From an optimization exercise on the open Yosys and OpenROAD flow, aimed at small area and a short achievable clock period; shortcuts taken in it are not production practice. The RTL was checked by simulation tests, not by an equivalence proof against the original design. No activity file was given, so power comes from the tool's default toggle rates.

**flow/config.mk**
```make
export PLATFORM = sky130hd
export DESIGN_NAME = fp16MAC
export DESIGN_NICKNAME = fp16MAC
export VERILOG_FILES = /design/flow/design.v
export SDC_FILE = /design/flow/constraint.sdc
export NUM_CORES = 4
export LEC_CHECK = 0
export ABC_AREA = 1
export CAP_MARGIN = 20
export CORE_MARGIN = 2
export CORE_UTILIZATION = 55
export CTS_BUF_LIST = sky130_fd_sc_hd__clkbuf_8
export SLEW_MARGIN = 20
export SYNTH_HIERARCHICAL = 1
```
**flow/constraint.sdc**
```tcl
create_clock -name core_clock -period 15.5 [get_ports {CLK}]
set_input_delay 3.1000 -clock core_clock [delete_from_list [all_inputs] [get_ports {CLK}]]
set_output_delay 3.1000 -clock core_clock [all_outputs]
set_load 0.01 [all_outputs]
```
**flow/design.v**
```verilog
module fm_sk #(parameter N = 8) (a, b, cin, sum, cout);
	input  [N-1:0] a, b;
	input          cin;
	output [N-1:0] sum;
	output         cout;
	localparam L = (N >= 16) ? 5 : (N >= 8) ? 4 : (N >= 4) ? 3 : (N >= 2) ? 2 : 1;
	wire [N:0] g0 = {a & b, cin};
	wire [N:0] p0 = {a ^ b, 1'b0};
	wire [N:0] g [0:L];
	wire [N:0] p [0:L];
	assign g[0] = g0;
	assign p[0] = p0;
	genvar l, i;
	generate
		for (l = 0; l < L; l = l + 1) begin : lv
			for (i = 0; i <= N; i = i + 1) begin : bt
				if (((i >> l) & 1) == 1) begin : comb
					localparam integer J = ((i >> l) << l) - 1;
					assign g[l+1][i] = g[l][i] | (p[l][i] & g[l][J]);
					assign p[l+1][i] = p[l][i] & p[l][J];
				end else begin : pass
					assign g[l+1][i] = g[l][i];
					assign p[l+1][i] = p[l][i];
				end
			end
		end
	endgenerate
	assign sum  = p0[N:1] ^ g[L][N-1:0];
	assign cout = g[L][N];
endmodule
module fm_inc #(parameter N = 8) (a, inc, sum, cout);
	input  [N-1:0] a;
	input          inc;
	output [N-1:0] sum;
	output         cout;
	wire [N:0] c;
	assign c[0] = inc;
	genvar i;
	generate
		for (i = 1; i <= N; i = i + 1) begin : bt
			assign c[i] = inc & (&a[i-1:0]);
		end
	endgenerate
	assign sum  = a ^ c[N-1:0];
	assign cout = c[N];
endmodule
module fm_mul_pre(a, b, s, e, c);
	input  [15:0] a, b;
	output        s;
	output [4:0]  e;
	output [1:0]  c;
	wire za  = ~|a[14:0];
	wire zb  = ~|b[14:0];
	wire ia  = &a[14:10];
	wire ib  = &b[14:10];
	wire nan = (ia & |a[9:0]) | (ib & |b[9:0]);
	wire z   = za | zb;
	wire i   = ia | ib;
	assign s = a[15] ^ b[15];
	assign e = a[14:10] + b[14:10];
	assign c = (nan | (z & i)) ? 2'd3 : z ? 2'd0 : i ? 2'd2 : 2'd1;
endmodule
module fm_mul_prod(ma, mb, m, st);
	input  [9:0]  ma, mb;
	output [12:0] m;
	output        st;
	wire pp_0_0 = ma[0] & mb[0];
	wire pp_0_1 = ma[0] & mb[1];
	wire pp_0_2 = ma[0] & mb[2];
	wire pp_0_3 = ma[0] & mb[3];
	wire pp_0_4 = ma[0] & mb[4];
	wire pp_0_5 = ma[0] & mb[5];
	wire pp_0_6 = ma[0] & mb[6];
	wire pp_0_7 = ma[0] & mb[7];
	wire pp_0_8 = ma[0] & mb[8];
	wire pp_0_9 = ma[0] & mb[9];
	wire pp_1_0 = ma[1] & mb[0];
	wire pp_1_1 = ma[1] & mb[1];
	wire pp_1_2 = ma[1] & mb[2];
	wire pp_1_3 = ma[1] & mb[3];
	wire pp_1_4 = ma[1] & mb[4];
	wire pp_1_5 = ma[1] & mb[5];
	wire pp_1_6 = ma[1] & mb[6];
	wire pp_1_7 = ma[1] & mb[7];
	wire pp_1_8 = ma[1] & mb[8];
	wire pp_1_9 = ma[1] & mb[9];
	wire pp_2_0 = ma[2] & mb[0];
	wire pp_2_1 = ma[2] & mb[1];
	wire pp_2_2 = ma[2] & mb[2];
	wire pp_2_3 = ma[2] & mb[3];
	wire pp_2_4 = ma[2] & mb[4];
	wire pp_2_5 = ma[2] & mb[5];
	wire pp_2_6 = ma[2] & mb[6];
	wire pp_2_7 = ma[2] & mb[7];
	wire pp_2_8 = ma[2] & mb[8];
	wire pp_2_9 = ma[2] & mb[9];
	wire pp_3_0 = ma[3] & mb[0];
	wire pp_3_1 = ma[3] & mb[1];
	wire pp_3_2 = ma[3] & mb[2];
	wire pp_3_3 = ma[3] & mb[3];
	wire pp_3_4 = ma[3] & mb[4];
	wire pp_3_5 = ma[3] & mb[5];
	wire pp_3_6 = ma[3] & mb[6];
	wire pp_3_7 = ma[3] & mb[7];
	wire pp_3_8 = ma[3] & mb[8];
	wire pp_3_9 = ma[3] & mb[9];
	wire pp_4_0 = ma[4] & mb[0];
	wire pp_4_1 = ma[4] & mb[1];
	wire pp_4_2 = ma[4] & mb[2];
	wire pp_4_3 = ma[4] & mb[3];
	wire pp_4_4 = ma[4] & mb[4];
	wire pp_4_5 = ma[4] & mb[5];
	wire pp_4_6 = ma[4] & mb[6];
	wire pp_4_7 = ma[4] & mb[7];
	wire pp_4_8 = ma[4] & mb[8];
	wire pp_4_9 = ma[4] & mb[9];
	wire pp_5_0 = ma[5] & mb[0];
	wire pp_5_1 = ma[5] & mb[1];
	wire pp_5_2 = ma[5] & mb[2];
	wire pp_5_3 = ma[5] & mb[3];
	wire pp_5_4 = ma[5] & mb[4];
	wire pp_5_5 = ma[5] & mb[5];
	wire pp_5_6 = ma[5] & mb[6];
	wire pp_5_7 = ma[5] & mb[7];
	wire pp_5_8 = ma[5] & mb[8];
	wire pp_5_9 = ma[5] & mb[9];
	wire pp_6_0 = ma[6] & mb[0];
	wire pp_6_1 = ma[6] & mb[1];
	wire pp_6_2 = ma[6] & mb[2];
	wire pp_6_3 = ma[6] & mb[3];
	wire pp_6_4 = ma[6] & mb[4];
	wire pp_6_5 = ma[6] & mb[5];
	wire pp_6_6 = ma[6] & mb[6];
	wire pp_6_7 = ma[6] & mb[7];
	wire pp_6_8 = ma[6] & mb[8];
	wire pp_6_9 = ma[6] & mb[9];
	wire pp_7_0 = ma[7] & mb[0];
	wire pp_7_1 = ma[7] & mb[1];
	wire pp_7_2 = ma[7] & mb[2];
	wire pp_7_3 = ma[7] & mb[3];
	wire pp_7_4 = ma[7] & mb[4];
	wire pp_7_5 = ma[7] & mb[5];
	wire pp_7_6 = ma[7] & mb[6];
	wire pp_7_7 = ma[7] & mb[7];
	wire pp_7_8 = ma[7] & mb[8];
	wire pp_7_9 = ma[7] & mb[9];
	wire pp_8_0 = ma[8] & mb[0];
	wire pp_8_1 = ma[8] & mb[1];
	wire pp_8_2 = ma[8] & mb[2];
	wire pp_8_3 = ma[8] & mb[3];
	wire pp_8_4 = ma[8] & mb[4];
	wire pp_8_5 = ma[8] & mb[5];
	wire pp_8_6 = ma[8] & mb[6];
	wire pp_8_7 = ma[8] & mb[7];
	wire pp_8_8 = ma[8] & mb[8];
	wire pp_8_9 = ma[8] & mb[9];
	wire pp_9_0 = ma[9] & mb[0];
	wire pp_9_1 = ma[9] & mb[1];
	wire pp_9_2 = ma[9] & mb[2];
	wire pp_9_3 = ma[9] & mb[3];
	wire pp_9_4 = ma[9] & mb[4];
	wire pp_9_5 = ma[9] & mb[5];
	wire pp_9_6 = ma[9] & mb[6];
	wire pp_9_7 = ma[9] & mb[7];
	wire pp_9_8 = ma[9] & mb[8];
	wire pp_9_9 = ma[9] & mb[9];
	wire hs0 = pp_0_9 ^ pp_1_8;
	wire hc0 = pp_0_9 & pp_1_8;
	wire fs1 = ma[0] ^ pp_1_9 ^ pp_2_8;
	wire fc1 = (ma[0] & pp_1_9) | (ma[0] & pp_2_8) | (pp_1_9 & pp_2_8);
	wire hs2 = pp_3_7 ^ pp_4_6;
	wire hc2 = pp_3_7 & pp_4_6;
	wire fs3 = ma[1] ^ pp_2_9 ^ pp_3_8;
	wire fc3 = (ma[1] & pp_2_9) | (ma[1] & pp_3_8) | (pp_2_9 & pp_3_8);
	wire hs4 = pp_4_7 ^ pp_5_6;
	wire hc4 = pp_4_7 & pp_5_6;
	wire fs5 = ma[2] ^ pp_3_9 ^ pp_4_8;
	wire fc5 = (ma[2] & pp_3_9) | (ma[2] & pp_4_8) | (pp_3_9 & pp_4_8);
	wire hs6 = pp_0_6 ^ pp_1_5;
	wire hc6 = pp_0_6 & pp_1_5;
	wire fs7 = pp_0_7 ^ pp_1_6 ^ pp_2_5;
	wire fc7 = (pp_0_7 & pp_1_6) | (pp_0_7 & pp_2_5) | (pp_1_6 & pp_2_5);
	wire hs8 = pp_3_4 ^ pp_4_3;
	wire hc8 = pp_3_4 & pp_4_3;
	wire fs9 = pp_0_8 ^ pp_1_7 ^ pp_2_6;
	wire fc9 = (pp_0_8 & pp_1_7) | (pp_0_8 & pp_2_6) | (pp_1_7 & pp_2_6);
	wire fs10 = pp_3_5 ^ pp_4_4 ^ pp_5_3;
	wire fc10 = (pp_3_5 & pp_4_4) | (pp_3_5 & pp_5_3) | (pp_4_4 & pp_5_3);
	wire hs11 = pp_6_2 ^ pp_7_1;
	wire hc11 = pp_6_2 & pp_7_1;
	wire fs12 = hs0 ^ pp_2_7 ^ pp_3_6;
	wire fc12 = (hs0 & pp_2_7) | (hs0 & pp_3_6) | (pp_2_7 & pp_3_6);
	wire fs13 = pp_4_5 ^ pp_5_4 ^ pp_6_3;
	wire fc13 = (pp_4_5 & pp_5_4) | (pp_4_5 & pp_6_3) | (pp_5_4 & pp_6_3);
	wire fs14 = pp_7_2 ^ pp_8_1 ^ pp_9_0;
	wire fc14 = (pp_7_2 & pp_8_1) | (pp_7_2 & pp_9_0) | (pp_8_1 & pp_9_0);
	wire fs15 = hc0 ^ fs1 ^ hs2;
	wire fc15 = (hc0 & fs1) | (hc0 & hs2) | (fs1 & hs2);
	wire fs16 = pp_5_5 ^ pp_6_4 ^ pp_7_3;
	wire fc16 = (pp_5_5 & pp_6_4) | (pp_5_5 & pp_7_3) | (pp_6_4 & pp_7_3);
	wire fs17 = pp_8_2 ^ pp_9_1 ^ mb[0];
	wire fc17 = (pp_8_2 & pp_9_1) | (pp_8_2 & mb[0]) | (pp_9_1 & mb[0]);
	wire fs18 = fc1 ^ hc2 ^ fs3;
	wire fc18 = (fc1 & hc2) | (fc1 & fs3) | (hc2 & fs3);
	wire fs19 = hs4 ^ pp_6_5 ^ pp_7_4;
	wire fc19 = (hs4 & pp_6_5) | (hs4 & pp_7_4) | (pp_6_5 & pp_7_4);
	wire fs20 = pp_8_3 ^ pp_9_2 ^ mb[1];
	wire fc20 = (pp_8_3 & pp_9_2) | (pp_8_3 & mb[1]) | (pp_9_2 & mb[1]);
	wire fs21 = fc3 ^ hc4 ^ fs5;
	wire fc21 = (fc3 & hc4) | (fc3 & fs5) | (hc4 & fs5);
	wire fs22 = pp_5_7 ^ pp_6_6 ^ pp_7_5;
	wire fc22 = (pp_5_7 & pp_6_6) | (pp_5_7 & pp_7_5) | (pp_6_6 & pp_7_5);
	wire fs23 = pp_8_4 ^ pp_9_3 ^ mb[2];
	wire fc23 = (pp_8_4 & pp_9_3) | (pp_8_4 & mb[2]) | (pp_9_3 & mb[2]);
	wire fs24 = fc5 ^ ma[3] ^ pp_4_9;
	wire fc24 = (fc5 & ma[3]) | (fc5 & pp_4_9) | (ma[3] & pp_4_9);
	wire fs25 = pp_5_8 ^ pp_6_7 ^ pp_7_6;
	wire fc25 = (pp_5_8 & pp_6_7) | (pp_5_8 & pp_7_6) | (pp_6_7 & pp_7_6);
	wire fs26 = pp_8_5 ^ pp_9_4 ^ mb[3];
	wire fc26 = (pp_8_5 & pp_9_4) | (pp_8_5 & mb[3]) | (pp_9_4 & mb[3]);
	wire fs27 = ma[4] ^ pp_5_9 ^ pp_6_8;
	wire fc27 = (ma[4] & pp_5_9) | (ma[4] & pp_6_8) | (pp_5_9 & pp_6_8);
	wire fs28 = pp_7_7 ^ pp_8_6 ^ pp_9_5;
	wire fc28 = (pp_7_7 & pp_8_6) | (pp_7_7 & pp_9_5) | (pp_8_6 & pp_9_5);
	wire fs29 = ma[5] ^ pp_6_9 ^ pp_7_8;
	wire fc29 = (ma[5] & pp_6_9) | (ma[5] & pp_7_8) | (pp_6_9 & pp_7_8);
	wire hs30 = pp_0_4 ^ pp_1_3;
	wire hc30 = pp_0_4 & pp_1_3;
	wire fs31 = pp_0_5 ^ pp_1_4 ^ pp_2_3;
	wire fc31 = (pp_0_5 & pp_1_4) | (pp_0_5 & pp_2_3) | (pp_1_4 & pp_2_3);
	wire hs32 = pp_3_2 ^ pp_4_1;
	wire hc32 = pp_3_2 & pp_4_1;
	wire fs33 = hs6 ^ pp_2_4 ^ pp_3_3;
	wire fc33 = (hs6 & pp_2_4) | (hs6 & pp_3_3) | (pp_2_4 & pp_3_3);
	wire fs34 = pp_4_2 ^ pp_5_1 ^ pp_6_0;
	wire fc34 = (pp_4_2 & pp_5_1) | (pp_4_2 & pp_6_0) | (pp_5_1 & pp_6_0);
	wire fs35 = hc6 ^ fs7 ^ hs8;
	wire fc35 = (hc6 & fs7) | (hc6 & hs8) | (fs7 & hs8);
	wire fs36 = pp_5_2 ^ pp_6_1 ^ pp_7_0;
	wire fc36 = (pp_5_2 & pp_6_1) | (pp_5_2 & pp_7_0) | (pp_6_1 & pp_7_0);
	wire fs37 = fc7 ^ hc8 ^ fs9;
	wire fc37 = (fc7 & hc8) | (fc7 & fs9) | (hc8 & fs9);
	wire fs38 = fs10 ^ hs11 ^ pp_8_0;
	wire fc38 = (fs10 & hs11) | (fs10 & pp_8_0) | (hs11 & pp_8_0);
	wire fs39 = fc9 ^ fc10 ^ hc11;
	wire fc39 = (fc9 & fc10) | (fc9 & hc11) | (fc10 & hc11);
	wire fs40 = fs12 ^ fs13 ^ fs14;
	wire fc40 = (fs12 & fs13) | (fs12 & fs14) | (fs13 & fs14);
	wire fs41 = fc12 ^ fc13 ^ fc14;
	wire fc41 = (fc12 & fc13) | (fc12 & fc14) | (fc13 & fc14);
	wire fs42 = fs15 ^ fs16 ^ fs17;
	wire fc42 = (fs15 & fs16) | (fs15 & fs17) | (fs16 & fs17);
	wire fs43 = fc15 ^ fc16 ^ fc17;
	wire fc43 = (fc15 & fc16) | (fc15 & fc17) | (fc16 & fc17);
	wire fs44 = fs18 ^ fs19 ^ fs20;
	wire fc44 = (fs18 & fs19) | (fs18 & fs20) | (fs19 & fs20);
	wire fs45 = fc18 ^ fc19 ^ fc20;
	wire fc45 = (fc18 & fc19) | (fc18 & fc20) | (fc19 & fc20);
	wire fs46 = fs21 ^ fs22 ^ fs23;
	wire fc46 = (fs21 & fs22) | (fs21 & fs23) | (fs22 & fs23);
	wire fs47 = fc21 ^ fc22 ^ fc23;
	wire fc47 = (fc21 & fc22) | (fc21 & fc23) | (fc22 & fc23);
	wire fs48 = fs24 ^ fs25 ^ fs26;
	wire fc48 = (fs24 & fs25) | (fs24 & fs26) | (fs25 & fs26);
	wire fs49 = fc24 ^ fc25 ^ fc26;
	wire fc49 = (fc24 & fc25) | (fc24 & fc26) | (fc25 & fc26);
	wire fs50 = fs27 ^ fs28 ^ mb[4];
	wire fc50 = (fs27 & fs28) | (fs27 & mb[4]) | (fs28 & mb[4]);
	wire fs51 = fc27 ^ fc28 ^ fs29;
	wire fc51 = (fc27 & fc28) | (fc27 & fs29) | (fc28 & fs29);
	wire fs52 = pp_8_7 ^ pp_9_6 ^ mb[5];
	wire fc52 = (pp_8_7 & pp_9_6) | (pp_8_7 & mb[5]) | (pp_9_6 & mb[5]);
	wire fs53 = fc29 ^ ma[6] ^ pp_7_9;
	wire fc53 = (fc29 & ma[6]) | (fc29 & pp_7_9) | (ma[6] & pp_7_9);
	wire fs54 = pp_8_8 ^ pp_9_7 ^ mb[6];
	wire fc54 = (pp_8_8 & pp_9_7) | (pp_8_8 & mb[6]) | (pp_9_7 & mb[6]);
	wire fs55 = ma[7] ^ pp_8_9 ^ pp_9_8;
	wire fc55 = (ma[7] & pp_8_9) | (ma[7] & pp_9_8) | (pp_8_9 & pp_9_8);
	wire hs56 = pp_0_3 ^ pp_1_2;
	wire hc56 = pp_0_3 & pp_1_2;
	wire fs57 = hs30 ^ pp_2_2 ^ pp_3_1;
	wire fc57 = (hs30 & pp_2_2) | (hs30 & pp_3_1) | (pp_2_2 & pp_3_1);
	wire fs58 = hc30 ^ fs31 ^ hs32;
	wire fc58 = (hc30 & fs31) | (hc30 & hs32) | (fs31 & hs32);
	wire fs59 = fc31 ^ hc32 ^ fs33;
	wire fc59 = (fc31 & hc32) | (fc31 & fs33) | (hc32 & fs33);
	wire fs60 = fc33 ^ fc34 ^ fs35;
	wire fc60 = (fc33 & fc34) | (fc33 & fs35) | (fc34 & fs35);
	wire fs61 = fc35 ^ fc36 ^ fs37;
	wire fc61 = (fc35 & fc36) | (fc35 & fs37) | (fc36 & fs37);
	wire fs62 = fc37 ^ fc38 ^ fs39;
	wire fc62 = (fc37 & fc38) | (fc37 & fs39) | (fc38 & fs39);
	wire fs63 = fc39 ^ fc40 ^ fs41;
	wire fc63 = (fc39 & fc40) | (fc39 & fs41) | (fc40 & fs41);
	wire fs64 = fc41 ^ fc42 ^ fs43;
	wire fc64 = (fc41 & fc42) | (fc41 & fs43) | (fc42 & fs43);
	wire fs65 = fc43 ^ fc44 ^ fs45;
	wire fc65 = (fc43 & fc44) | (fc43 & fs45) | (fc44 & fs45);
	wire fs66 = fc45 ^ fc46 ^ fs47;
	wire fc66 = (fc45 & fc46) | (fc45 & fs47) | (fc46 & fs47);
	wire fs67 = fc47 ^ fc48 ^ fs49;
	wire fc67 = (fc47 & fc48) | (fc47 & fs49) | (fc48 & fs49);
	wire fs68 = fc49 ^ fc50 ^ fs51;
	wire fc68 = (fc49 & fc50) | (fc49 & fs51) | (fc50 & fs51);
	wire fs69 = fc51 ^ fc52 ^ fs53;
	wire fc69 = (fc51 & fc52) | (fc51 & fs53) | (fc52 & fs53);
	wire fs70 = fc53 ^ fc54 ^ fs55;
	wire fc70 = (fc53 & fc54) | (fc53 & fs55) | (fc54 & fs55);
	wire fs71 = fc55 ^ ma[8] ^ pp_9_9;
	wire fc71 = (fc55 & ma[8]) | (fc55 & pp_9_9) | (ma[8] & pp_9_9);
	wire hs72 = pp_0_2 ^ pp_1_1;
	wire hc72 = pp_0_2 & pp_1_1;
	wire fs73 = hs56 ^ pp_2_1 ^ pp_3_0;
	wire fc73 = (hs56 & pp_2_1) | (hs56 & pp_3_0) | (pp_2_1 & pp_3_0);
	wire fs74 = hc56 ^ fs57 ^ pp_4_0;
	wire fc74 = (hc56 & fs57) | (hc56 & pp_4_0) | (fs57 & pp_4_0);
	wire fs75 = fc57 ^ fs58 ^ pp_5_0;
	wire fc75 = (fc57 & fs58) | (fc57 & pp_5_0) | (fs58 & pp_5_0);
	wire fs76 = fc58 ^ fs59 ^ fs34;
	wire fc76 = (fc58 & fs59) | (fc58 & fs34) | (fs59 & fs34);
	wire fs77 = fc59 ^ fs60 ^ fs36;
	wire fc77 = (fc59 & fs60) | (fc59 & fs36) | (fs60 & fs36);
	wire fs78 = fc60 ^ fs61 ^ fs38;
	wire fc78 = (fc60 & fs61) | (fc60 & fs38) | (fs61 & fs38);
	wire fs79 = fc61 ^ fs62 ^ fs40;
	wire fc79 = (fc61 & fs62) | (fc61 & fs40) | (fs62 & fs40);
	wire fs80 = fc62 ^ fs63 ^ fs42;
	wire fc80 = (fc62 & fs63) | (fc62 & fs42) | (fs63 & fs42);
	wire fs81 = fc63 ^ fs64 ^ fs44;
	wire fc81 = (fc63 & fs64) | (fc63 & fs44) | (fs64 & fs44);
	wire fs82 = fc64 ^ fs65 ^ fs46;
	wire fc82 = (fc64 & fs65) | (fc64 & fs46) | (fs65 & fs46);
	wire fs83 = fc65 ^ fs66 ^ fs48;
	wire fc83 = (fc65 & fs66) | (fc65 & fs48) | (fs66 & fs48);
	wire fs84 = fc66 ^ fs67 ^ fs50;
	wire fc84 = (fc66 & fs67) | (fc66 & fs50) | (fs67 & fs50);
	wire fs85 = fc67 ^ fs68 ^ fs52;
	wire fc85 = (fc67 & fs68) | (fc67 & fs52) | (fs68 & fs52);
	wire fs86 = fc68 ^ fs69 ^ fs54;
	wire fc86 = (fc68 & fs69) | (fc68 & fs54) | (fs69 & fs54);
	wire fs87 = fc69 ^ fs70 ^ mb[7];
	wire fc87 = (fc69 & fs70) | (fc69 & mb[7]) | (fs70 & mb[7]);
	wire fs88 = fc70 ^ fs71 ^ mb[8];
	wire fc88 = (fc70 & fs71) | (fc70 & mb[8]) | (fs71 & mb[8]);
	wire fs89 = fc71 ^ ma[9] ^ mb[9];
	wire fc89 = (fc71 & ma[9]) | (fc71 & mb[9]) | (ma[9] & mb[9]);
	wire [21:0] ra = {1'b0, fc89, fc88, fc87, fc86, fc85, fc84, fc83, fc82, fc81, fc80, fc79, fc78, fc77, fc76, fc75, fc74, fc73, hc72, hs72, pp_0_1, pp_0_0};
	wire [21:0] rb = {1'b0, 1'b1, fs89, fs88, fs87, fs86, fs85, fs84, fs83, fs82, fs81, fs80, fs79, fs78, fs77, fs76, fs75, fs74, fs73, pp_2_0, pp_1_0, 1'b0};
	wire [21:0] p;
	wire        pc;
	fm_sk #(22) u_cpa(.a(ra), .b(rb), .cin(1'b0), .sum(p), .cout(pc));
	assign m  = p[21:9];
	assign st = |p[8:0];
endmodule
module fm_mul_round(s, e, c, m, st, p);
	input         s;
	input  [4:0]  e;
	input  [1:0]  c;
	input  [12:0] m;      
	input         st;     
	output [15:0] p;
	wire hi = m[12];
	wire r  = hi ? m[1] : m[0];
	wire g  = hi ? m[2] : m[1];
	wire sk = st | (hi & m[0]);
	wire up = r & (g | sk);
	wire [10:0] k  = hi ? m[12:2] : m[11:1];
	wire [11:0] kp = {1'b0, k} + up;
	wire        cy = hi | kp[11];
	wire [9:0]  f  = kp[11] ? kp[10:1] : kp[9:0];
	wire [4:0]  ex = e + {3'b100, cy, ~cy};         
	reg [14:0] mag;
	always @(*) begin
		case (c)
			2'd0: mag = 15'h0000;
			2'd1: mag = {ex, f};
			2'd2: mag = 15'h7c00;
			default: mag = 15'h7c01;
		endcase
	end
	assign p = {s, mag};
endmodule
module fm_add(A, B, Y);
	input  [15:0] A, B;
	output [15:0] Y;
	wire       sA = A[15], sB = B[15];
	wire [4:0] eA = A[14:10], eB = B[14:10];
	wire [9:0] mA = A[9:0],   mB = B[9:0];
	wire zA  = ~|eA;
	wire zB  = ~|eB;
	wire iA  = &eA;
	wire iB  = &eB;
	wire nan = (iA & |mA) | (iB & |mB);
	wire sub = sA ^ sB;
	wire [4:0] dab, dba;
	wire       cab, cba;
	fm_sk #(5) u_dab(.a(eA), .b(~eB), .cin(1'b1), .sum(dab), .cout(cab));    
	fm_sk #(5) u_dba(.a(eB), .b(~eA), .cin(1'b1), .sum(dba), .cout(cba));    
	wire [9:0] mdum;
	wire       cm;
	fm_sk #(10) u_mc(.a(mA), .b(~mB), .cin(1'b1), .sum(mdum), .cout(cm));    
	wire       d0   = cab & cba;
	wire       ge   = cab;                       
	wire       gm   = cab & (~cba | cm);         
	wire [4:0] d    = ge ? dab : dba;
	wire [4:0] emax = ge ? eA : eB;
	wire [10:0] Mbig = gm ? {1'b1, mA} : {1'b1, mB};
	wire [10:0] Msm  = gm ? {1'b1, mB} : {1'b1, mA};
	wire        sbig = gm ? sA : sB;
	wire [21:0] yal = {Msm, 11'b0} >> d;
	wire        st8 = |yal[8:0];
	wire        st9 = st8 | yal[9];
	wire        st10 = st9 | yal[10];
	wire [11:0] H;
	wire        Hc;
	fm_sk #(12) u_h(.a({1'b0, Mbig}), .b({12{sub}} ^ {1'b0, yal[21:11]}), .cin(sub & ~st10), .sum(H), .cout(Hc));
	wire        R10 = yal[10] ^ (sub & st9);
	wire        R9  = yal[9]  ^ (sub & st8);
	wire        n0 = H[11];
	wire        n1 = ~H[11] & H[10];
	wire        n2 = ~H[11] & ~H[10];
	wire [10:0] fk = ({11{n0}} & H[11:1]) | ({11{n1}} & H[10:0]) | ({11{n2}} & {H[9:0], R10});
	wire        fr = (n0 & H[0]) | (n1 & R10) | (n2 & R9);
	wire        fg = (n0 & H[1]) | (n1 & H[0]) | (n2 & R10);
	wire        fs = (n0 & st10) | (n1 & st9) | (n2 & st8);
	wire        fup = fr & (fg | fs);
	wire [10:0] fkp;
	wire        fov;
	fm_inc #(11) u_fi(.a(fk), .inc(fup), .sum(fkp), .cout(fov));
	wire [4:0]  emp1, emp2, emm1;
	wire        dc0, dc1, dc2;
	fm_inc #(5) u_e1(.a(emax), .inc(1'b1), .sum(emp1), .cout(dc0));
	fm_inc #(5) u_e2(.a(emp1), .inc(1'b1), .sum(emp2), .cout(dc1));
	fm_sk  #(5) u_e3(.a(emax), .b(5'b11111), .cin(1'b0), .sum(emm1), .cout(dc2));
	wire [4:0]  fe = n0 ? (fov ? emp2 : emp1) :
	                 n1 ? (fov ? emp1 : emax) :
	                      (fov ? emax : emm1);
	wire [14:0] far_mag = {fe, fkp[9:0]};
	wire [11:0] T = {H[10:0], R10};
	reg [3:0] lz;
	always @(*) begin
		casez (T[10:0])
			11'b1??????????: lz = 4'd0;
			11'b01?????????: lz = 4'd1;
			11'b001????????: lz = 4'd2;
			11'b0001???????: lz = 4'd3;
			11'b00001??????: lz = 4'd4;
			11'b000001?????: lz = 4'd5;
			11'b0000001????: lz = 4'd6;
			11'b00000001???: lz = 4'd7;
			11'b000000001??: lz = 4'd8;
			default:         lz = 4'd9;
		endcase
	end
	wire [10:0] V  = T[10:0] << lz;
	wire [4:0]  en;
	wire        enc;
	fm_sk #(5) u_en(.a(emax), .b(~{1'b0, lz}), .cin(1'b0), .sum(en), .cout(enc));    
	wire        nv = V[10];
	wire [15:0] near_res = nv ? {sbig, en, V[9:0]} : {6'b0, V[9:0]};
	wire        near_sel = sub & (d0 | ((d == 5'd1) & ~T[11]));
	wire [15:0] normal = near_sel ? near_res : {sbig, far_mag};
	assign Y = nan ? 16'h7c01 :
	           zA  ? B :
	           zB  ? A :
	           (iA | iB) ? (sub ? 16'h7c01 : {sA, 15'h7c00}) :
	           normal;
endmodule
module fp16MAC(a, b, acc, CLK, RESETn);
	input [15:0] a, b;
	input CLK, RESETn;
	output reg [15:0] acc;
	wire        pre_s;
	wire [4:0]  pre_e;
	wire [1:0]  pre_c;
	fm_mul_pre u_pre(.a(a), .b(b), .s(pre_s), .e(pre_e), .c(pre_c));
	reg        in_s;
	reg [1:0]  in_c;
	reg [4:0]  in_e;
	reg [9:0]  in_ma, in_mb;
	wire [12:0] mul_m;
	wire        mul_st;
	fm_mul_prod u_prod(.ma(in_ma), .mb(in_mb), .m(mul_m), .st(mul_st));
	reg        md_s;
	reg [1:0]  md_c;
	reg [4:0]  md_e;
	reg [12:0] md_m;
	reg        md_st;
	wire [15:0] prod_w;
	fm_mul_round u_rnd(.s(md_s), .e(md_e), .c(md_c), .m(md_m), .st(md_st), .p(prod_w));
	reg [15:0] prod;
	wire [15:0] sum_w;
	fm_add u_add(.A(acc), .B(prod), .Y(sum_w));
	always @(posedge CLK, negedge RESETn) begin
		if (!RESETn) begin
			in_s <= 1'b0;
			in_c <= 2'd0;
			md_s <= 1'b0;
			md_c <= 2'd0;
			prod <= 16'd0;
			acc  <= 16'd0;
		end else begin
			in_s <= pre_s;
			in_c <= pre_c;
			md_s <= in_s;
			md_c <= in_c;
			prod <= prod_w;
			acc  <= sum_w;
		end
	end
	always @(posedge CLK) begin
		in_e  <= pre_e;
		in_ma <= a[9:0];
		in_mb <= b[9:0];
		md_e  <= in_e;
		md_m  <= mul_m;
		md_st <= mul_st;
	end
endmodule
```
**flow/flow/run.sh**
```bash
#!/bin/bash
# Own flow: the standard layout (standard.sh, unchanged ORFS scripts)
# with three changes:
#  - its own synthesis script, flow/own_synth.tcl (see there);
#  - repair_timing aims for 9.8 ns of setup slack (SETUP_SLACK_MARGIN),
#    i.e. it sizes the critical paths for about a 5.7 ns clock, while the
#    design is still laid out and signed off at the design's period;
#  - the ports are buffered with buf_1 cells instead of the larger delay
#    buffers buffer_ports picks by default (every port is still buffered).
# Floorplan, power grid, placement, clock tree and routing are otherwise the
# standard flow's.  Each make step writes its full log under orfs/logs/; the
# make output itself goes to standard.log here.
set -euo pipefail
cp config.mk own_config.mk
echo 'export BUFFER_PORTS_ARGS = -buffer_cell sky130_fd_sc_hd__buf_1' >> own_config.mk
sed -E -e "s#SYNTH_SCRIPT=[^ ]+#SYNTH_SCRIPT=$PWD/flow/own_synth.tcl SETUP_SLACK_MARGIN=9.8#" \
       -e "s#DESIGN_CONFIG=[^ ]+#DESIGN_CONFIG=$PWD/own_config.mk#" standard.sh > own_standard.sh
grep -q "SYNTH_SCRIPT=$PWD/flow/own_synth.tcl" own_standard.sh
grep -q "DESIGN_CONFIG=$PWD/own_config.mk" own_standard.sh
bash own_standard.sh > standard.log 2>&1
```
**flow/flow/abc_area.script**
```
strash
dch
amap
topo
stime -c
buffer -c
upsize -c
dnsize -c
```
**flow/flow/abc_fast.script**
```
strash
balance
rewrite
refactor
balance
rewrite -z
refactor -z
balance
rewrite -z
refactor -z
balance
dch
map -B 0.9
topo
stime -c
buffer -c
upsize -c
dnsize -c
```
**flow/flow/own_synth.tcl**
```tcl
set own_dir [file dirname [file normalize [info script]]]
proc synth {args} {
  if {[lsearch -exact $args "fine:"] >= 0} {
    yosys synth -nofsm -noshare -noabc {*}$args
  } else {
    yosys synth -nofsm -noshare {*}$args
  }
}
proc extract_fa {args} { yosys extract_fa {*}$args fm_mul_prod }
proc keep_hierarchy {args} {
  foreach m {fm_add fm_mul_prod fm_mul_round} { yosys setattr -mod -set keep_hierarchy 1 $m }
}
proc abc {args} {
  global own_dir
  set i [expr {[lsearch -exact $args -script] + 1}]
  yosys abc {*}[lreplace $args $i $i $own_dir/abc_fast.script] fm_add
  yosys abc {*}[lreplace $args $i $i $own_dir/abc_area.script] fm_mul_prod fm_mul_round fp16MAC
}
source $::env(SCRIPTS_DIR)/synth.tcl
# left out here: clear keep_hierarchy, flatten, clean up, hide names made inside functions, write 1_2_yosys.v
```
**flow/standard.sh**
```bash
#!/bin/bash
# synth_recipe.tcl (not shown) runs the flow's synth.tcl, then flattens the netlist and writes it again
# the make line also repeats each setting of config.mk as NAME=value (left out here)
make -C /OpenROAD-flow-scripts/flow DESIGN_CONFIG=/design/flow/config.mk WORK_HOME=/design/flow/orfs CLKGATE_MAP_FILE= SYNTH_SCRIPT=/design/flow/synth_recipe.tcl "${@:-finish}"
```
==> results of run 1 <==
==> kinds of logic (layout without fill, tap and decap cells) <==
logic type,after synthesis,in the layout,synth area share (%)
DFF,82,82,18.5
and+or+nand+nor,795,799,36.1
buffers and inverters,201,240,9.19
xor gates and xnor gates,18,18,1.86
AOI/OAI and AO/OA,218,218,13.8
adders and majority gates,112,112,20.5
==> worst max-delay path, stage by stage (launching register included) <==
cell and delay (ps):
dfxtp_1 360, clkinv_1 330, nor2_1 290, fa_1 460, fa_1 500, fa_1 470
fa_1 540, fa_1 420, ha_1 330, a21oi_1 180, nor2_1 90, nor3_1 190
o32ai_2 130, a41oi_4 280, inv_1 100, fa_1 450, nor2_1 100, a21oi_1 40
==> sequential cells by signal, summed over array words and instances (netlist names) <==
signal / cells
acc: 16
in_mb: 10
in_e: 5
md_s: 1
in_c: 2
md_st: 1
prod: 16
md_m: 13
md_e: 5
in_s: 1
in_ma: 10
md_c: 2
==> placed cells by master (no fill, tap or decap), types with 4 or more instances in the layout <==
cell type	count
clkbuf_8	9
xor2_1	14
nor2_1	194
o22ai_1	8
dfxtp_1	44
ha_1	28
nand3_1	127
a21oi_1	64
buf_1	48
nor3_1	14
o21ai_0	54
or2_1	4
o21ai_2	5
nand2_1	345
nand2_2	26
dfrtp_2	8
o211ai_1	10
clkinv_1	23
inv_2	18
nand4_1	13
nor2_4	10
o21ai_1	26
nor2_2	9
buf_4	19
nor4_1	4
nand2_4	10
nand3b_1	5
a211oi_1	7
nand3_2	15
a31oi_1	5
or2_2	7
fa_1	84
dfrtp_1	30
inv_1	112
==> worst paths after layout <==
kind / to / cells after the start / slack [ps]
worst min-delay path: md_e[0] / 0 / 330
min in group asynchronous: acc[13] / 1 / 2840
worst max register to register: md_m[7] / 17 / 10140
worst min register to register: md_e[0] / 0 / 330
worst max-delay path: md_m[7] / 17 / 10140
max in group asynchronous: prod[4] / 1 / 12010
==> layer usage <==
| layer | GRT usage, % | up-vias | wire [microns] |
|---|---|---|---|
| met2 | 50.1 | 349 | 13700 |
| li1 | - | 4738 | - |
| met5 | 0 | - | 0 |
| met4 | 11.9 | 0 | 1130 |
| met1 | 35.8 | 4389 | 11500 |
| met3 | 2.87 | 80 | 1270 |
==> Yosys stat by module (local to each module, per instance) <==
| module | cells | flip-flops and latches | times used |
|---|---|---|---|
| fm_mul_round | 79 | 0 | 1 |
| fp16MAC | 138 | 82 | 1 |
| fm_add | 882 | 0 | 1 |
| fm_mul_prod | 327 | 0 | 1 |
==> repair_timing <==
item	CTS	global route
endpoints found under the setup margin	14	16
gates cloned	0	4
resized for setup	3	42
pin swaps	0	6
buffers inserted	0	19
==> cell type report <==
type | count | area (sq um)
Tap cell | 229 | 287
Fill cell | 1759 | 7260
Timing Repair Buffer | 68 | 328
Inverter | 156 | 598
Clock inverter | 7 | 61.3
Clock buffer | 9 | 124
Sequential cell | 82 | 1840
Multi-Input combinational cell | 1147 | 7340
==> through the flow <==
stage                     setup WS [ps]  hold WS [ps]  std cells
after floorplan                   10540           310       1426
after global placement             9530           314       1659
after detailed placement           9560           313       1659
after CTS                          9870           335       1675
after global routing               9780           340       1698
final                             10140           333       1698
==> power by group through the flow <==
stage,Sequential [mW],Clock [mW],Combinational (mW)
2_1_floorplan,0.292,0,1.00
3_3_place_gp,0.313,0,1.10
3_5_place_dp,0.313,0,1.11
4_1_cts,0.308,0.153,1.11
5_1_grt,0.314,0.162,1.31
6_report,0.311,0.148,1.16
==> out/results.tsv, run 1 <==
metric	value	unit
outcome	finished clean	
powerDensity	153	nW/um^2
numCtsBuffers	9	
syn_nets	1572	
netlist-cell-type-count	72	
arrival	5610	ps
crit_path_max_fanout	10	
hold_viol	0	
cts_hold_buf	0	
grt_overflow	0	
synth_seq_area_share	18.5	%
die_w	138	microns
dp_hpwl	22000	microns
vias_per_cell	5.63	
internal_power	0.736	mW
power	1.62	mW
drt_wl_total	27700	microns
period_share	34.6	%
cts_sinks	82	
h-tree-depth	3	
drt-initial-drc-count	617	
worst_pin_slew	1000	ps
die_area	19100	sq um
synth_commonest_cells	nand2_1, nor2_1, nand3_1	
setup-violations-final	0	
placed_cell_area	10100	sq um
synth.area.top_cells	fa_1, nand2_1, dfrtp_1, dfxtp_1, nor2_1	
clock_power_share	9.2	%
power.leakage	5.08	nW
synth_edf_count	0	
synth_top_cell_by_area	fa_1	
antenna_found_initial	0	
track_usage	28.4	%
nets	1610	
worstHoldStart	in_e[0]	
p_comb_share	71.7	%
end_kind	register	
setup.worst_path.start_class	register	
ir_worst_vdd	0.101	mV
tns	0	ps
pin_count	50	
yosysMostFrequentCell	nand2_1	
core.rowCount	49	
drive_gt1_share	11.8	%
final_util	59.3	%
syn_avg_cell_area	6.94	sq um
ys.warnings.count	13	
cts_tree	built	
max_slew_margin	33.3	%
clockBufferDepth	2	
area_growth	6.82	%
detail-route-antenna-nets	0	
max_freq	187	MHz
fin_area	10600	sq um
maxCapViolCount	0	
netlist.area_leader.share	17.0	%
gp_congestion	0.958	
path_clk_slew	90	ps
synthesis.area	9900	sq um
synth_cells	1426	
first_pass_iters	7	
switching_share	54.6	%
grt_max_degree	39	
drcViolationCount	0	
min_path_type	register to register	
grt_pass1_vias	9068	
portBuffers	49	
drv_slew	0	
start_util	55.5	%
die_y	138	microns
root_buffer	clkbuf_8	
clock-skew-final	19.4	ps
min_period	5360	ps
async_flop_share	46.3	%
worst-setup-path-type	register to register	
p_switching	0.886	mW
required	15750	ps
synth-seq-cells	82	
synth_flop_cell	dfxtp_1	
vias	9556	
clk_latency	360	ps
p_seq_share	19.1	%
core_area	17800	sq um
rsz0062_at_grt	no	
r2r-start	in_mb[9]	
crit_start	in_mb[9]	
n_antenna_cell	0	
grt_pass1_wl	44600	microns
post_drt_wl_per_cell	16.3	microns
==> inputs of run 2 (changes only) <==
--- a/flow/config.mk
+++ b/flow/config.mk
@@ -12,2 +12,3 @@
 export CTS_BUF_LIST = sky130_fd_sc_hd__clkbuf_8
+export GPL_TIMING_DRIVEN = 1
 export SLEW_MARGIN = 20
==> out/results.tsv, run 2 <==
metric	value	unit	change
cts_hold_buf	0		unchanged
path_clk_slew	90	ps	about the same
p_switching	0.886	mW	unchanged
root_buffer	clkbuf_8		
grt_max_degree	39		unchanged
finalHoldWorstSlack	333	ps	unchanged
min_path_type	register to register		
clock-skew-final	19.4	ps	unchanged
synth_cells	1426		unchanged
grt_use_met2	50.1	%	unchanged
p_seq_share	19.1	%	about the same
final_cell_mix	nand2_1, nor2_1, nand3_1		
synth.area.top_cells	fa_1, nand2_1, dfrtp_1, dfxtp_1, nor2_1		
vias	9556		unchanged
grt_pass1_vias	9068		unchanged
ys.warnings.count	13		unchanged
synth_top_cell_by_area	fa_1		
drcViolationCount	0		unchanged
die_w	138	microns	unchanged
max_slew_margin	33.3	%	unchanged
first_pass_iters	7		unchanged
yosysMostFrequentCell	nand2_1		
post_drt_wl_per_cell	16.3	microns	unchanged
switching_share	54.6	%	unchanged
internal_power	0.736	mW	unchanged
tns	0	ps	unchanged
synth_flop_cell	dfxtp_1		
grt_pass1_wl	44600	microns	unchanged
setup-violations-final	0		unchanged
core_area	17800	sq um	unchanged
track_usage	28.4	%	unchanged
synth-seq-cells	82		unchanged
core.rowCount	49		unchanged
period_share	34.6	%	unchanged
required	15750	ps	about the same
dp_hpwl	22000	microns	unchanged
use_met3	2.87	%	unchanged
die_area	19100	sq um	unchanged
powerDensity	153	nW/um^2	unchanged
worst_path_most_repeated_cell	fa_1		
cts_sinks	82		unchanged
n_antenna_cell	0		unchanged
final_common_cell	nand2_1		
drt-initial-drc-count	617		unchanged
antenna_found_initial	0		unchanged
pin_count	50		unchanged
cts_tree	built		
start_util	55.5	%	unchanged
reg.largest.list	acc: 16 flops, prod: 16 flops, md_m: 13 flops		
synthesis.area	9900	sq um	unchanged
final_util	59.3	%	unchanged
path_cells	clkinv_1, nor2_1, fa_1, fa_1, fa_1, fa_1, fa_1, ha_1, a21oi_1, nor2_1, nor3_1, o32ai_2, a41oi_4, inv_1, fa_1, nor2_1, a21oi_1		
setup.worst_path.start_class	register		
portBuffers	49		unchanged
h-tree-depth	3		unchanged
fin_ws	10140	ps	unchanged
grt.busiest_layer	met2		
worst-setup-path-type	register to register		
outcome	finished clean		
clockBufferDepth	2		unchanged
nets	1610		unchanged
max_freq	187	MHz	unchanged
end_kind	register		
detail-route-antenna-nets	0		unchanged
hold_viol	0		unchanged
power.leakage	5.08	nW	unchanged
drv_slew	0		unchanged
die_y	138	microns	unchanged
maxCapViolCount	0		unchanged
worst_pin_slew	1000	ps	unchanged
drive_gt1_share	11.8	%	unchanged
async_flop_share	46.3	%	unchanged
gp_congestion	0.958		unchanged
clock_power_share	9.2	%	about the same
slowest_delay	540	ps	about the same
syn_avg_cell_area	6.94	sq um	unchanged
use_met1	35.8	%	unchanged
p_comb_share	71.7	%	about the same
rsz0062_at_grt	no		
synth_seq_area_share	18.5	%	unchanged
critical_path.slowest_cell	fa_1		
netlist.area_leader.share	17.0	%	unchanged
synth_edf_count	0		unchanged
pre_cts_ws	9560	ps	unchanged
ir_worst_vdd	0.101	mV	unchanged
numCtsBuffers	9		unchanged
vias_per_cell	5.63		unchanged
netlist-cell-type-count	72		unchanged
synth_commonest_cells	nand2_1, nor2_1, nand3_1		
clk_latency	360	ps	about the same
drt_wl_total	27700	microns	unchanged
arrival	5610	ps	about the same
grt_overflow	0		unchanged
min_period	5360	ps	unchanged
crit_path_max_fanout	10		unchanged
area_growth	6.82	%	unchanged
syn_nets	1572		unchanged
-- run 2: cell counts after synthesis --
No cell type changed its count.
-- run 2: layout make-up --
| cell class | instances | area [sq um] |
|---|---|---|
| inverter | 156 | 598 |
| tap | 229 | 287 |
| multi-input combinational | 1147 | 7340 |
| timing repair buffer | 68 | 328 |
| sequential | 82 | 1840 |
| clock buffer | 9 | 124 |
| fill | 1759 | 7260 |
| clock inverter | 7 | 61.3 |
-- run 2: critical path, delay by kind of cell, from the launching register on --
kind | cells | cell delay (ps)
fa+ha+maj | 7 | 3170
compound gates | 4 | 630
buf+inv | 2 | 430
simple gates | 4 | 670
flops | 1 | 360
-- run 2: power by group through the flow --
stage | registers, mW | clock network, mW | logic (mW)
2_1_floorplan | 0.292 | 0 | 1.00
3_3_place_gp | 0.313 | 0 | 1.10
3_5_place_dp | 0.313 | 0 | 1.11
4_1_cts | 0.308 | 0.153 | 1.11
5_1_grt | 0.314 | 0.162 | 1.31
6_report | 0.311 | 0.148 | 1.16
-- run 2: per-module statistics from Yosys (local to each module, per instance) --
module / flip-flops and latches / times used
fm_mul_prod: 0 / 1
fm_mul_round: 0 / 1
fm_add: 0 / 1
fp16MAC: 82 / 1
-- run 2: timing repair --
action / 4_1_cts / 5_1_grt
hold endpoints to repair: 0 / 0
pin swaps: 0 / 6
gates cloned: 0 / 4
buffers inserted: 0 / 19
setup endpoints to repair: 14 / 16
resized for setup: 3 / 42
-- run 2: path summary, 6_finish.rpt --
path	cells past startpoint	start	end	slack, ps
setup reg to reg	17	in_mb[9]	md_m[7]	10140
min in group asynchronous	1	RESETn	acc[13]	2840
max in group asynchronous	1	RESETn	prod[4]	12010
hold reg to reg	0	in_e[0]	md_e[0]	330
setup / recovery	17	in_mb[9]	md_m[7]	10140
hold / removal	0	in_e[0]	md_e[0]	330
-- run 2: logic make-up (layout without fill, tap and decap cells) --
logic type	after synthesis	in the layout	share of synthesized area, %
AOI/OAI and AO/OA	218	218	13.8
xor gates and xnor gates	18	18	1.86
adders and majority gates	112	112	20.5
buffers and inverters	201	240	9.19
DFF	82	82	18.5
and+or+nand+nor	795	799	36.1
-- run 2: through the flow --
step | power [mW] | std cells | cell area, sq um
floorplan | 1.29 | 1426 | 9900
global placement | 1.42 | 1659 | 10100
detailed placement | 1.42 | 1659 | 10100
CTS | 1.57 | 1675 | 10200
global route | 1.78 | 1698 | 10600
finish | 1.62 | 1698 | 10600
-- run 2: metal layers --
metal / vias up / part of all wire (%)
li1: 4738 / -
met2: 349 / 50
met3: 80 / 4.6
met5: - / 0
met4: 0 / 4.1
met1: 4389 / 42
==> inputs of run 3 (changes only) <==
--- a/flow/config.mk
+++ b/flow/config.mk
@@ -11,4 +11,2 @@
 export CORE_UTILIZATION = 55
-export CTS_BUF_LIST = sky130_fd_sc_hd__clkbuf_8
-export GPL_TIMING_DRIVEN = 1
 export SLEW_MARGIN = 20
==> out/results.tsv, run 3 <==
metric	value	unit	change
outcome	finished clean		
synth_top_cell_by_area	fa_1		
period_share	34.6	%	about the same
synth_flop_cell	dfxtp_1		
ys.warnings.count	13		unchanged
die_w	138	microns	unchanged
numCtsBuffers	9		unchanged
area_growth	7.62	%	
synthMuxAreaShare	0	%	unchanged
vias_per_cell	5.61		-0.24%
synth_edf_count	0		unchanged
cts_hold_buf	0		unchanged
drt_wl_total	27800	microns	+0.34%
finalHoldWorstSlack	327	ps	-5.52 ps
path_clk_slew	60	ps	-30 ps
yosys.area_share.simple	36.1	%	unchanged
netlist.area_leader.share	17.0	%	unchanged
rsz0062_at_grt	yes		
detail-route-antenna-nets	0		unchanged
yosys.area_share.xor_xnor	1.86	%	unchanged
antenna_found_initial	0		unchanged
worst_pin_slew	992	ps	-7.87 ps
setup-violations-final	0		unchanged
grt_overflow	0		unchanged
start_util	55.5	%	unchanged
max_freq	186	MHz	about the same
first_pass_iters	5		-2
maxCapViolCount	0		unchanged
drcViolationCount	0		unchanged
powerDensity	157	nW/um^2	+2.5%
synth_commonest_cells	nand2_1, nor2_1, nand3_1		
clk_latency	340	ps	-20 ps
post_drt_wl_per_cell	16.4	microns	+0.57%
cts_sinks	82		unchanged
final_common_cell	nand2_1		
required	15720	ps	-30 ps
setup.worst_path.start_class	register		
async_flop_share	46.3	%	unchanged
worst-setup-path-type	register to register		
die_area	19100	sq um	unchanged
netlist-cell-type-count	72		unchanged
dp_hpwl	22000	microns	unchanged
synth_top_family_by_area	simple AND/OR/NAND/NOR gates		
synth-compound-area-share	13.8	%	unchanged
core_area	17800	sq um	unchanged
min_path_type	register to register		
pin_count	50		unchanged
synth.area.top_cells	fa_1, nand2_1, dfrtp_1, dfxtp_1, nor2_1		
drt-initial-drc-count	632		+2.4%
cts_tree	built		
syn_avg_cell_area	6.94	sq um	unchanged
root_buffer	clkbuf_16		
vias	9511		-0.47%
reg.largest.list	acc: 16 flops, prod: 16 flops, md_m: 13 flops		
synth-adder-area-share	20.5	%	unchanged
drive_gt1_share	11.5	%	-0.31 points
gp_congestion	0.958		unchanged
h-tree-depth	3		unchanged
ir_worst_vdd	0.107	mV	+6.0%
synthesis.area	9900	sq um	unchanged
max_slew_margin	33.9	%	+0.52 points
nFillCells	1740		-1.1%
synth-seq-cells	82		unchanged
portBuffers	49		unchanged
final_cell_mix	nand2_1, nor2_1, nand3_1		
core.rowCount	49		unchanged
hold_viol	0		unchanged
synth_cells	1426		unchanged
drv_slew	0		unchanged
n_antenna_cell	0		unchanged
crit_path_max_fanout	10		unchanged
grt_pass1_wl	44500	microns	about the same
power.leakage	5.11	nW	+0.54%
grt_max_degree	39		unchanged
end_kind	register		
die_y	138	microns	unchanged
yosysMostFrequentCell	nand2_1		
arrival	5580	ps	-30 ps
final_cells	1694		-0.24%
clockBufferDepth	2		unchanged
min_period	5360	ps	+4.20 ps
synth_seq_area_share	18.5	%	unchanged
grt_pass1_vias	9059		-0.099%
placed_cells	1659		unchanged
track_usage	28.5	%	+0.032 points
tns	0	ps	unchanged
syn_nets	1572		unchanged
nets	1606		-0.25%
clock-skew-final	12.0	ps	-7.43 ps
## run 3: final cells by class
class / count / area (sq um) / area share (%)
clock buffer: 9 / 225 / 2.11
clock inverter: 7 / 61.3 / 0.575
inverter: 156 / 596 / 5.59
multi-input combinational: 1149 / 7360 / 69.1
sequential: 82 / 1840 / 17.3
tap: 229 / 287 / 2.69
timing repair buffer: 62 / 283 / 2.65
## run 3: power breakdown
part	total [mW]	internal, mW	switching, mW
clock	0.204	0.112	0.0919
combinational	1.16	0.410	0.750
sequential	0.311	0.262	0.0490
total	1.67	0.784	0.891
## run 3: path summary, 6_finish.rpt
kind,start,end,slack [ps],cells past startpoint
setup / recovery,in_mb[8],md_m[7],10140,17
hold / removal,in_e[4],md_e[4],330,0
setup reg to reg,in_mb[8],md_m[7],10140,17
hold reg to reg,in_e[4],md_e[4],330,0
max in group asynchronous,RESETn,prod[4],11970,1
min in group asynchronous,RESETn,acc[13],2890,1
## run 3: logic make-up (layout without fill, tap and decap cells)
| kind of cell | count (synthesis) | after routing |
|---|---|---|
| compound gates | 218 | 218 |
| xor+xnor | 18 | 18 |
| buf+inv | 201 | 234 |
| simple gates | 795 | 801 |
| flops | 82 | 82 |
| fa+ha+maj | 112 | 112 |
## run 3: worst max-delay path, stage by stage, from the launching register on
cell and delay (ps):
dfxtp_1 370, clkinv_1 320, nor2_1 280, fa_1 460, fa_1 500, fa_1 470
fa_1 540, fa_1 420, ha_1 330, a21oi_1 180, nor2_1 90, nor3_1 190
o32ai_2 130, a41oi_4 280, inv_1 100, fa_1 450, nor2_1 100, a21oi_1 40
## run 3: through the flow
stage	power, mW	instance area [sq um]	setup slack [ps]	util, %
2_1_floorplan	1.29	9900	10540	-
3_3_place_gp	1.42	10100	9530	56.3
3_5_place_dp	1.42	10100	9560	56.3
4_1_cts	1.63	10300	9880	58.0
5_1_grt	1.84	10700	9760	59.7
6_report	1.67	10700	10140	59.7
## run 3: modules after synthesis (local to each module, per instance)
module / flip-flops and latches / copies in the design / cells inside / area [sq um]
fm_mul_prod: 0 / 1 / 327 / 3040
fm_mul_round: 0 / 1 / 79 / 445
fm_add: 0 / 1 / 882 / 4300
fp16MAC: 82 / 1 / 138 / 2110
## run 3: layer usage
| metal | wire length (microns) | share of wire, % | global-route usage (%) |
|---|---|---|---|
| met4 | 1290 | 4.6 | 13.4 |
| met5 | 0 | 0 | 0 |
| met2 | 13700 | 49 | 49.6 |
| met3 | 1390 | 5.0 | 2.84 |
| met1 | 11400 | 41 | 35.6 |
## run 3: repair_timing
item / 4_1_cts / 5_1_grt
endpoints found under the hold margin: 0 / 0
endpoints found under the setup margin: 14 / 16
gates resized for setup: 3 / 41
buffers inserted: 0 / 13
pin swaps: 0 / 7
gates cloned: 0 / 6
==> inputs of run 4 (changes only) <==
--- a/flow/config.mk
+++ b/flow/config.mk
@@ -10,3 +10,4 @@
 export CORE_MARGIN = 2
-export CORE_UTILIZATION = 55
+export CORE_UTILIZATION = 70
+export CTS_BUF_LIST = sky130_fd_sc_hd__clkbuf_8
 export SLEW_MARGIN = 20
==> out/results.tsv, run 4 <==
metric	value	unit	change
fin_area	10500	sq um	-1.9%
n_antenna_cell	0		unchanged
portBuffers	49		unchanged
track_usage	38.9	%	+10 points
hold_viol	0		unchanged
nets	1602		-0.25%
synth.area.top_cells	fa_1, nand2_1, dfrtp_1, dfxtp_1, nor2_1		
clock-skew-final	17.7	ps	+5.69 ps
maxCapViolCount	0		unchanged
end_kind	register		
drcViolationCount	0		unchanged
slowest_delay	640	ps	+100 ps
synth_cells	1426		unchanged
path_clk_slew	90	ps	+30 ps
max_slew_margin	36.9	%	+3.0 points
path_cells	clkinv_1, nor2_1, fa_1, fa_1, fa_1, fa_1, fa_1, ha_1, inv_1, nor2_1, nor3_1, o32ai_2, a41oi_4, inv_1, fa_1, nor2_1, a21oi_1		
post_drt_wl_per_cell	17.8	microns	+8.3%
powerDensity	161	nW/um^2	+2.2%
detail-route-antenna-nets	0		unchanged
netlist-cell-type-count	72		unchanged
required	15770	ps	+50 ps
final_common_cell	nand2_1		
cts_hold_buf	0		unchanged
drt_wl_total	29100	microns	+4.9%
placed_cell_area	10000	sq um	-0.54%
vias_per_cell	6.14		+9.3%
numCtsBuffers	9		unchanged
synth-seq-cells	82		unchanged
grt_pass1_wl	45400	microns	+1.9%
drv_slew	0		unchanged
synth_flop_cell	dfxtp_1		
max_freq	183	MHz	-1.6%
ys.warnings.count	13		unchanged
clk_latency	390	ps	+50 ps
core_area	13800	sq um	-22%
vias	10100		+5.9%
power.leakage	5.05	nW	-1.0%
outcome	finished clean		
grt_overflow	0		unchanged
grt_pass1_vias	9556		+5.5%
final_cell_mix	nand2_1, nor2_1, nand3_1		
cts_sinks	82		unchanged
min_period	5450	ps	+89.3 ps
drive_gt1_share	10.9	%	-0.58 points
rsz0062_at_grt	no		
async_flop_share	46.3	%	unchanged
drt-initial-drc-count	959		+52%
setup.worst_path.start_class	register		
die_w	123	microns	-11%
die_area	15100	sq um	-21%
yosysMostFrequentCell	nand2_1		
setup-violations-final	0		unchanged
route.met3.wl	2470	microns	+77%
worst_path_most_repeated_cell	fa_1		
reg.largest.list	acc: 16 flops, prod: 16 flops, md_m: 13 flops		
placed_cells	1611		-2.9%
synth_seq_area_share	18.5	%	unchanged
core.rowCount	43		-12%
area_growth	5.57	%	
final_util	75.6	%	+16 points
first_pass_iters	9		+4
arrival	5720	ps	+140 ps
ir_worst_vdd	0.109	mV	+2.2%
tns	0	ps	unchanged
clockBufferDepth	2		unchanged
h-tree-depth	3		unchanged
antenna_found_initial	0		unchanged
m1WireLength	10500	microns	-7.5%
root_buffer	clkbuf_8		
syn_nets	1572		unchanged
die_y	123	microns	-11%
critical_path.slowest_cell	fa_1		
cts_tree	built		
min_path_type	register to register		
period_share	35.2	%	+0.58 points
crit_path_max_fanout	10		unchanged
worst-setup-path-type	register to register		
start_util	71.6	%	+16 points
pin_count	50		unchanged
top_layer	met4		
gp_congestion	1.04		+8.9%
grt_max_degree	39		unchanged
netlist.area_leader.share	17.0	%	unchanged
dp_hpwl	22800	microns	+3.5%
synth_top_cell_by_area	fa_1		
synth_edf_count	0		unchanged
met2WireLength	14300	microns	+4.4%
syn_avg_cell_area	6.94	sq um	unchanged
worst_pin_slew	937	ps	-54.8 ps
synthesis.area	9900	sq um	unchanged
synth_commonest_cells	nand2_1, nor2_1, nand3_1		
final_cells	1641		-3.1%
[run 4: cell types whose count changed in the layout (fill, tap and decap cells not counted), moves of 2 or more]
cell       previous run  this run
nand3_2              16        11
dfrtp_1              29        32
dfrtp_2               9         6
nor2_4               10         8
clkbuf_16             9         0
clkbuf_8              0         9
nand3_1             126       131
nand2_2              23        21
nor2_2                9        11
[run 4: logic make-up after synthesis]
| family | count (synthesis) | share of synthesized area, % |
|---|---|---|
| simple gates | 795 | 36.1 |
| xor+xnor | 18 | 1.86 |
| compound gates | 218 | 13.8 |
| flops | 82 | 18.5 |
| fa+ha+maj | 112 | 20.5 |
| buf+inv | 201 | 9.19 |
[run 4: path summary, 6_finish.rpt]
path | start | end | slack, ps | depth (start not counted)
hold reg to reg | in_e[0] | md_e[0] | 330 | 0
min in group asynchronous | RESETn | acc[4] | 2850 | 1
max in group asynchronous | RESETn | prod[11] | 12000 | 1
hold / removal | in_e[0] | md_e[0] | 330 | 0
setup reg to reg | in_ma[4] | md_m[7] | 10050 | 17
setup / recovery | in_ma[4] | md_m[7] | 10050 | 17
[run 4: worst max-delay path: cells and delay by family (launching register included)]
kind            cells  cell delay (ps)
compound gates      3              460
fa+ha+maj           7             3290
buf+inv             3              540
simple gates        4              600
flops               1              450
[run 4: area by class of cell]
type                            instances  area (sq um)
Sequential cell                        82          1840
Clock inverter                          7          81.3
Tap cell                              180           225
Fill cell                            1107          3370
Timing Repair Buffer                   62           283
Clock buffer                            9           124
Multi-Input combinational cell       1145          7300
Inverter                              156           602
[run 4: through the flow]
step / power [mW] / hold slack, ps / setup slack [ps]
after floorplan: 1.29 / 310 / 10540
final: 1.68 / 335 / 10050
after detailed placement: 1.45 / 313 / 9430
after global placement: 1.40 / 311 / 9480
after global routing: 1.82 / 344 / 9720
after CTS: 1.62 / 336 / 9860
[run 4: routing by layer]
metal	vias up	GRT usage [%]
met3	162	7.10
met1	4616	43.9
met5	-	0
met4	0	24.5
li1	4725	-
met2	570	67.6
[run 4: report_power, final]
group | leakage [nW] | switching [mW] | internal, mW | total, mW
Clock | 0.107 | 0.0914 | 0.0773 | 0.169
Sequential | 0.814 | 0.0460 | 0.261 | 0.307
Combinational | 4.13 | 0.787 | 0.415 | 1.20
[run 4: modules after synthesis (local to each module, per instance)]
module	copies in the design	cells	flops+latches
fp16MAC	1	138	82
fm_add	1	882	0
fm_mul_round	1	79	0
fm_mul_prod	1	327	0
[run 4: what timing repair did]
action	in CTS	in global routing
gates cloned	0	2
resized for setup	5	32
pin swaps	0	5
endpoints found under the setup margin	16	17
buffers inserted	0	12
hold endpoints to repair	0	0
==> inputs of run 5 (changes only) <==
--- a/flow/flow/run.sh
+++ b/flow/flow/run.sh
@@ -15,3 +15,3 @@
 echo 'export BUFFER_PORTS_ARGS = -buffer_cell sky130_fd_sc_hd__buf_1' >> own_config.mk
-sed -E -e "s#SYNTH_SCRIPT=[^ ]+#SYNTH_SCRIPT=$PWD/flow/own_synth.tcl SETUP_SLACK_MARGIN=9.8#" \
+sed -E -e "s#SYNTH_SCRIPT=[^ ]+#SYNTH_SCRIPT=$PWD/flow/own_synth.tcl SETUP_SLACK_MARGIN=10.0#" \
        -e "s#DESIGN_CONFIG=[^ ]+#DESIGN_CONFIG=$PWD/own_config.mk#" standard.sh > own_standard.sh
--- a/flow/config.mk
+++ b/flow/config.mk
@@ -10,3 +10,3 @@
 export CORE_MARGIN = 2
-export CORE_UTILIZATION = 70
+export CORE_UTILIZATION = 55
 export CTS_BUF_LIST = sky130_fd_sc_hd__clkbuf_8
==> out/results.tsv, run 5 <==
metric	value	unit	change
drive_gt1_share	15.2	%	+4.3 points
numCtsBuffers	9		unchanged
nFillCells	1709		+54%
die_area	19100	sq um	+26%
synth-compound-area-share	13.8	%	unchanged
die_w	138	microns	+12%
crit_family	adder cells		
crit_path_max_fanout	9		-1
worst-setup-path-type	register to register		
synth_flop_cell	dfxtp_1		
path_cells	clkinvlp_4, nor2_1, fa_1, fa_1, fa_1, fa_1, fa_1, ha_1, a21oi_1, nor2_1, nor3_1, o32ai_2, a41oi_4, inv_1, fa_1, nor2_1, a21oi_1		
grt_use_met2	50.4	%	-17 points
outcome	finished clean		
reg.largest.list	acc: 16 flops, prod: 16 flops, md_m: 13 flops		
end_kind	register		
netlist-cell-type-count	72		unchanged
clock-skew-final	17.5	ps	-0.234 ps
post_drt_wl_per_cell	16.5	microns	-7.1%
drt_wl_total	28400	microns	-2.5%
synth_top_cell_by_area	fa_1		
max_slew_margin	34.9	%	-1.9 points
setup.worst_path.start_class	register		
synth_seq_area_share	18.5	%	unchanged
synth_cells	1426		unchanged
async_flop_share	46.3	%	unchanged
critical_path.slowest_cell	fa_1		
die_y	138	microns	+12%
final_cell_mix	nand2_1, nor2_1, nand3_1		
gp_congestion	0.958		-8.2%
cts_sinks	82		unchanged
synthMuxAreaShare	0	%	unchanged
required	15750	ps	-20 ps
ir_worst_vdd	0.101	mV	-7.7%
path_clk_slew	90	ps	about the same
yosys.area_share.xor_xnor	1.86	%	unchanged
fin_area	10900	sq um	+4.2%
track_usage	28.5	%	-10 points
final_common_cell	nand2_1		
grt.busiest_layer	met2		
vias	9676		-3.9%
synth_edf_count	0		unchanged
synth-seq-cells	82		unchanged
hold_viol	0		unchanged
syn_nets	1572		unchanged
power.leakage	5.19	nW	+2.8%
setup-violations-final	0		unchanged
rsz0062_at_grt	no		
cts_hold_buf	0		unchanged
vias_per_cell	5.62		-8.4%
clk_latency	360	ps	-30 ps
root_buffer	clkbuf_8		
reg2reg_to	md_m[7]		
r2r_setup_slack	10240	ps	+200 ps
cts_tree	built		
arrival	5500	ps	-220 ps
grt_max_degree	39		unchanged
clockBufferDepth	2		unchanged
r2r-start	in_mb[8]		
crit_start	in_mb[8]		
yosysMostFrequentCell	nand2_1		
rr_worst_depth	17		unchanged
synth-adder-area-share	20.5	%	unchanged
ys.warnings.count	13		unchanged
drt-initial-drc-count	676		-30%
placed_cell_area	10100	sq um	+0.54%
pin_count	50		unchanged
synth.area.top_cells	fa_1, nand2_1, dfrtp_1, dfxtp_1, nor2_1		
crit_end	md_m[7]		
first_pass_iters	5		-4
cp_num_buf_inv	2		-1
maxCapViolCount	0		unchanged
core.rowCount	49		+14%
drv_slew	0		unchanged
synth_top_family_by_area	simple AND/OR/NAND/NOR gates		
use_met3	2.84	%	-4.3 points
min_path_type	register to register		
period_share	33.9	%	-1.3 points
area_growth	9.99	%	
nets	1633		+1.9%
portBuffers	49		unchanged
synthesis.area	9900	sq um	unchanged
dp_hpwl	22000	microns	-3.4%
worst_path_most_repeated_cell	fa_1		
syn_avg_cell_area	6.94	sq um	unchanged
slowest_delay	540	ps	-100 ps
grt_overflow	0		unchanged
worst_pin_slew	966	ps	+28.9 ps
drcViolationCount	0		unchanged
powerDensity	152	nW/um^2	-5.2%
tns	0	ps	unchanged
antenna_found_initial	0		unchanged
netlist.area_leader.share	17.0	%	unchanged
cp.depth	17		unchanged
start_util	55.5	%	-16 points
yosys.area_share.simple	36.1	%	unchanged
synth_commonest_cells	nand2_1, nor2_1, nand3_1		
h-tree-depth	3		unchanged
grt_pass1_wl	44800	microns	-1.4%
use_met1	35.9	%	-8.0 points
core_area	17800	sq um	+29%
min_period	5260	ps	-196 ps
detail-route-antenna-nets	0		unchanged
n_antenna_cell	0		unchanged
max_freq	190	MHz	+3.7%
grt_pass1_vias	9118		-4.6%
## run 5: cell counts after synthesis
No cell type changed its count.
## run 5: logic make-up (layout without fill, tap and decap cells)
kind of cell,count (synthesis),after routing
AND/OR/NAND/NOR,795,804
flip-flops,82,82
XOR/XNOR,18,18
AO/OA/AOI/OAI,218,218
buffers and inverters,201,258
adder cells (fa/ha/maj),112,112
## run 5: worst min path at each step
stage	from	to	slack, ps	cells after the start
final	in_e[0]	md_e[0]	330	0
after global routing	in_e[0]	md_e[0]	340	0
after CTS	in_e[4]	md_e[4]	340	0
after detailed placement	in_e[4]	md_e[4]	310	0
after global placement	in_e[2]	md_e[2]	310	0
after floorplan	in_e[0]	md_e[0]	310	0
## run 5: where the power goes
| group | leakage, nW | internal, mW | switching, mW |
|---|---|---|---|
| clock network | 0.0940 | 0.0616 | 0.0867 |
| logic | 4.29 | 0.430 | 0.770 |
| registers | 0.808 | 0.262 | 0.0478 |
## run 5: final cells by class
type | count | area [sq um] | share of cell area (%)
Timing Repair Buffer | 86 | 463 | 4.25
Tap cell | 229 | 287 | 2.63
Inverter | 156 | 626 | 5.74
Clock inverter | 7 | 61.3 | 0.563
Clock buffer | 9 | 124 | 1.14
Sequential cell | 82 | 1840 | 16.9
Multi-Input combinational cell | 1152 | 7490 | 68.7
## run 5: per-stage QoR
step                cells  util (%)  power (mW)  setup WS (ps)  hold slack (ps)
CTS                  1678      57.7        1.58          10040              335
floorplan            1426         -        1.29          10540              310
global route         1721      61.0        1.82           9950              340
detailed placement   1659      56.3        1.42           9560              313
finish               1721      61.0        1.66          10240              334
global placement     1659      56.3        1.42           9530              314
## run 5: per-layer routing
layer | wire length, microns | vias up
met5 | 0 | -
met3 | 1400 | 93
met2 | 14100 | 360
li1 | - | 4786
met4 | 1330 | 0
met1 | 11600 | 4437
## run 5: timing repair
item	CTS	global route
setup buffers	2	35
pin swaps	1	19
resized for setup	7	77
cloned	1	8
setup endpoints to repair	16	17
## run 5: per-module statistics from Yosys (local to each module, per instance)
| module | times used | flip-flops and latches |
|---|---|---|
| fm_mul_prod | 1 | 0 |
| fp16MAC | 1 | 82 |
| fm_add | 1 | 0 |
| fm_mul_round | 1 | 0 |
## run 5: worst register-to-register path, stage by stage (launching register included)
cell,delay [ps]
dfxtp_1,420
clkinvlp_4,240
nor2_1,230
fa_1,460
fa_1,500
fa_1,470
fa_1,540
fa_1,420
ha_1,330
a21oi_1,180
nor2_1,90
nor3_1,190
o32ai_2,130
a41oi_4,280
inv_1,110
fa_1,450
nor2_1,100
a21oi_1,40

-- afterwards: timing with drivers on the ports --
The flow's constraints put no driver on any port. The routed layouts listed below were extracted and timed again, unchanged, in two steps.
Step 1 assumes that a clkbuf_16 drives the clock port and a buf_2 every other input.
Step 2, shift: input delay + t, output delay - t, t = (earliest + latest rising clock arrival at the registers) / 2. This alone moves slack from input paths to output paths.
a / b / c = no drivers / after step 1 / after step 2; a / b = the first two.
| run | t (ns) | slack for setup (ns) |
|---|---|---|
| run 1 | 0.391 | 10.141 / 10.141 / 10.141 |
| run 2 | 0.391 | 10.141 / 10.141 / 10.141 |
| run 3 | 0.374 | 10.137 / 10.137 / 10.137 |
| run 4 | 0.411 | 10.048 / 10.048 / 10.048 |
| run 5 | 0.389 | 10.244 / 10.244 / 10.244 |
After both steps every run listed still meets setup and hold.
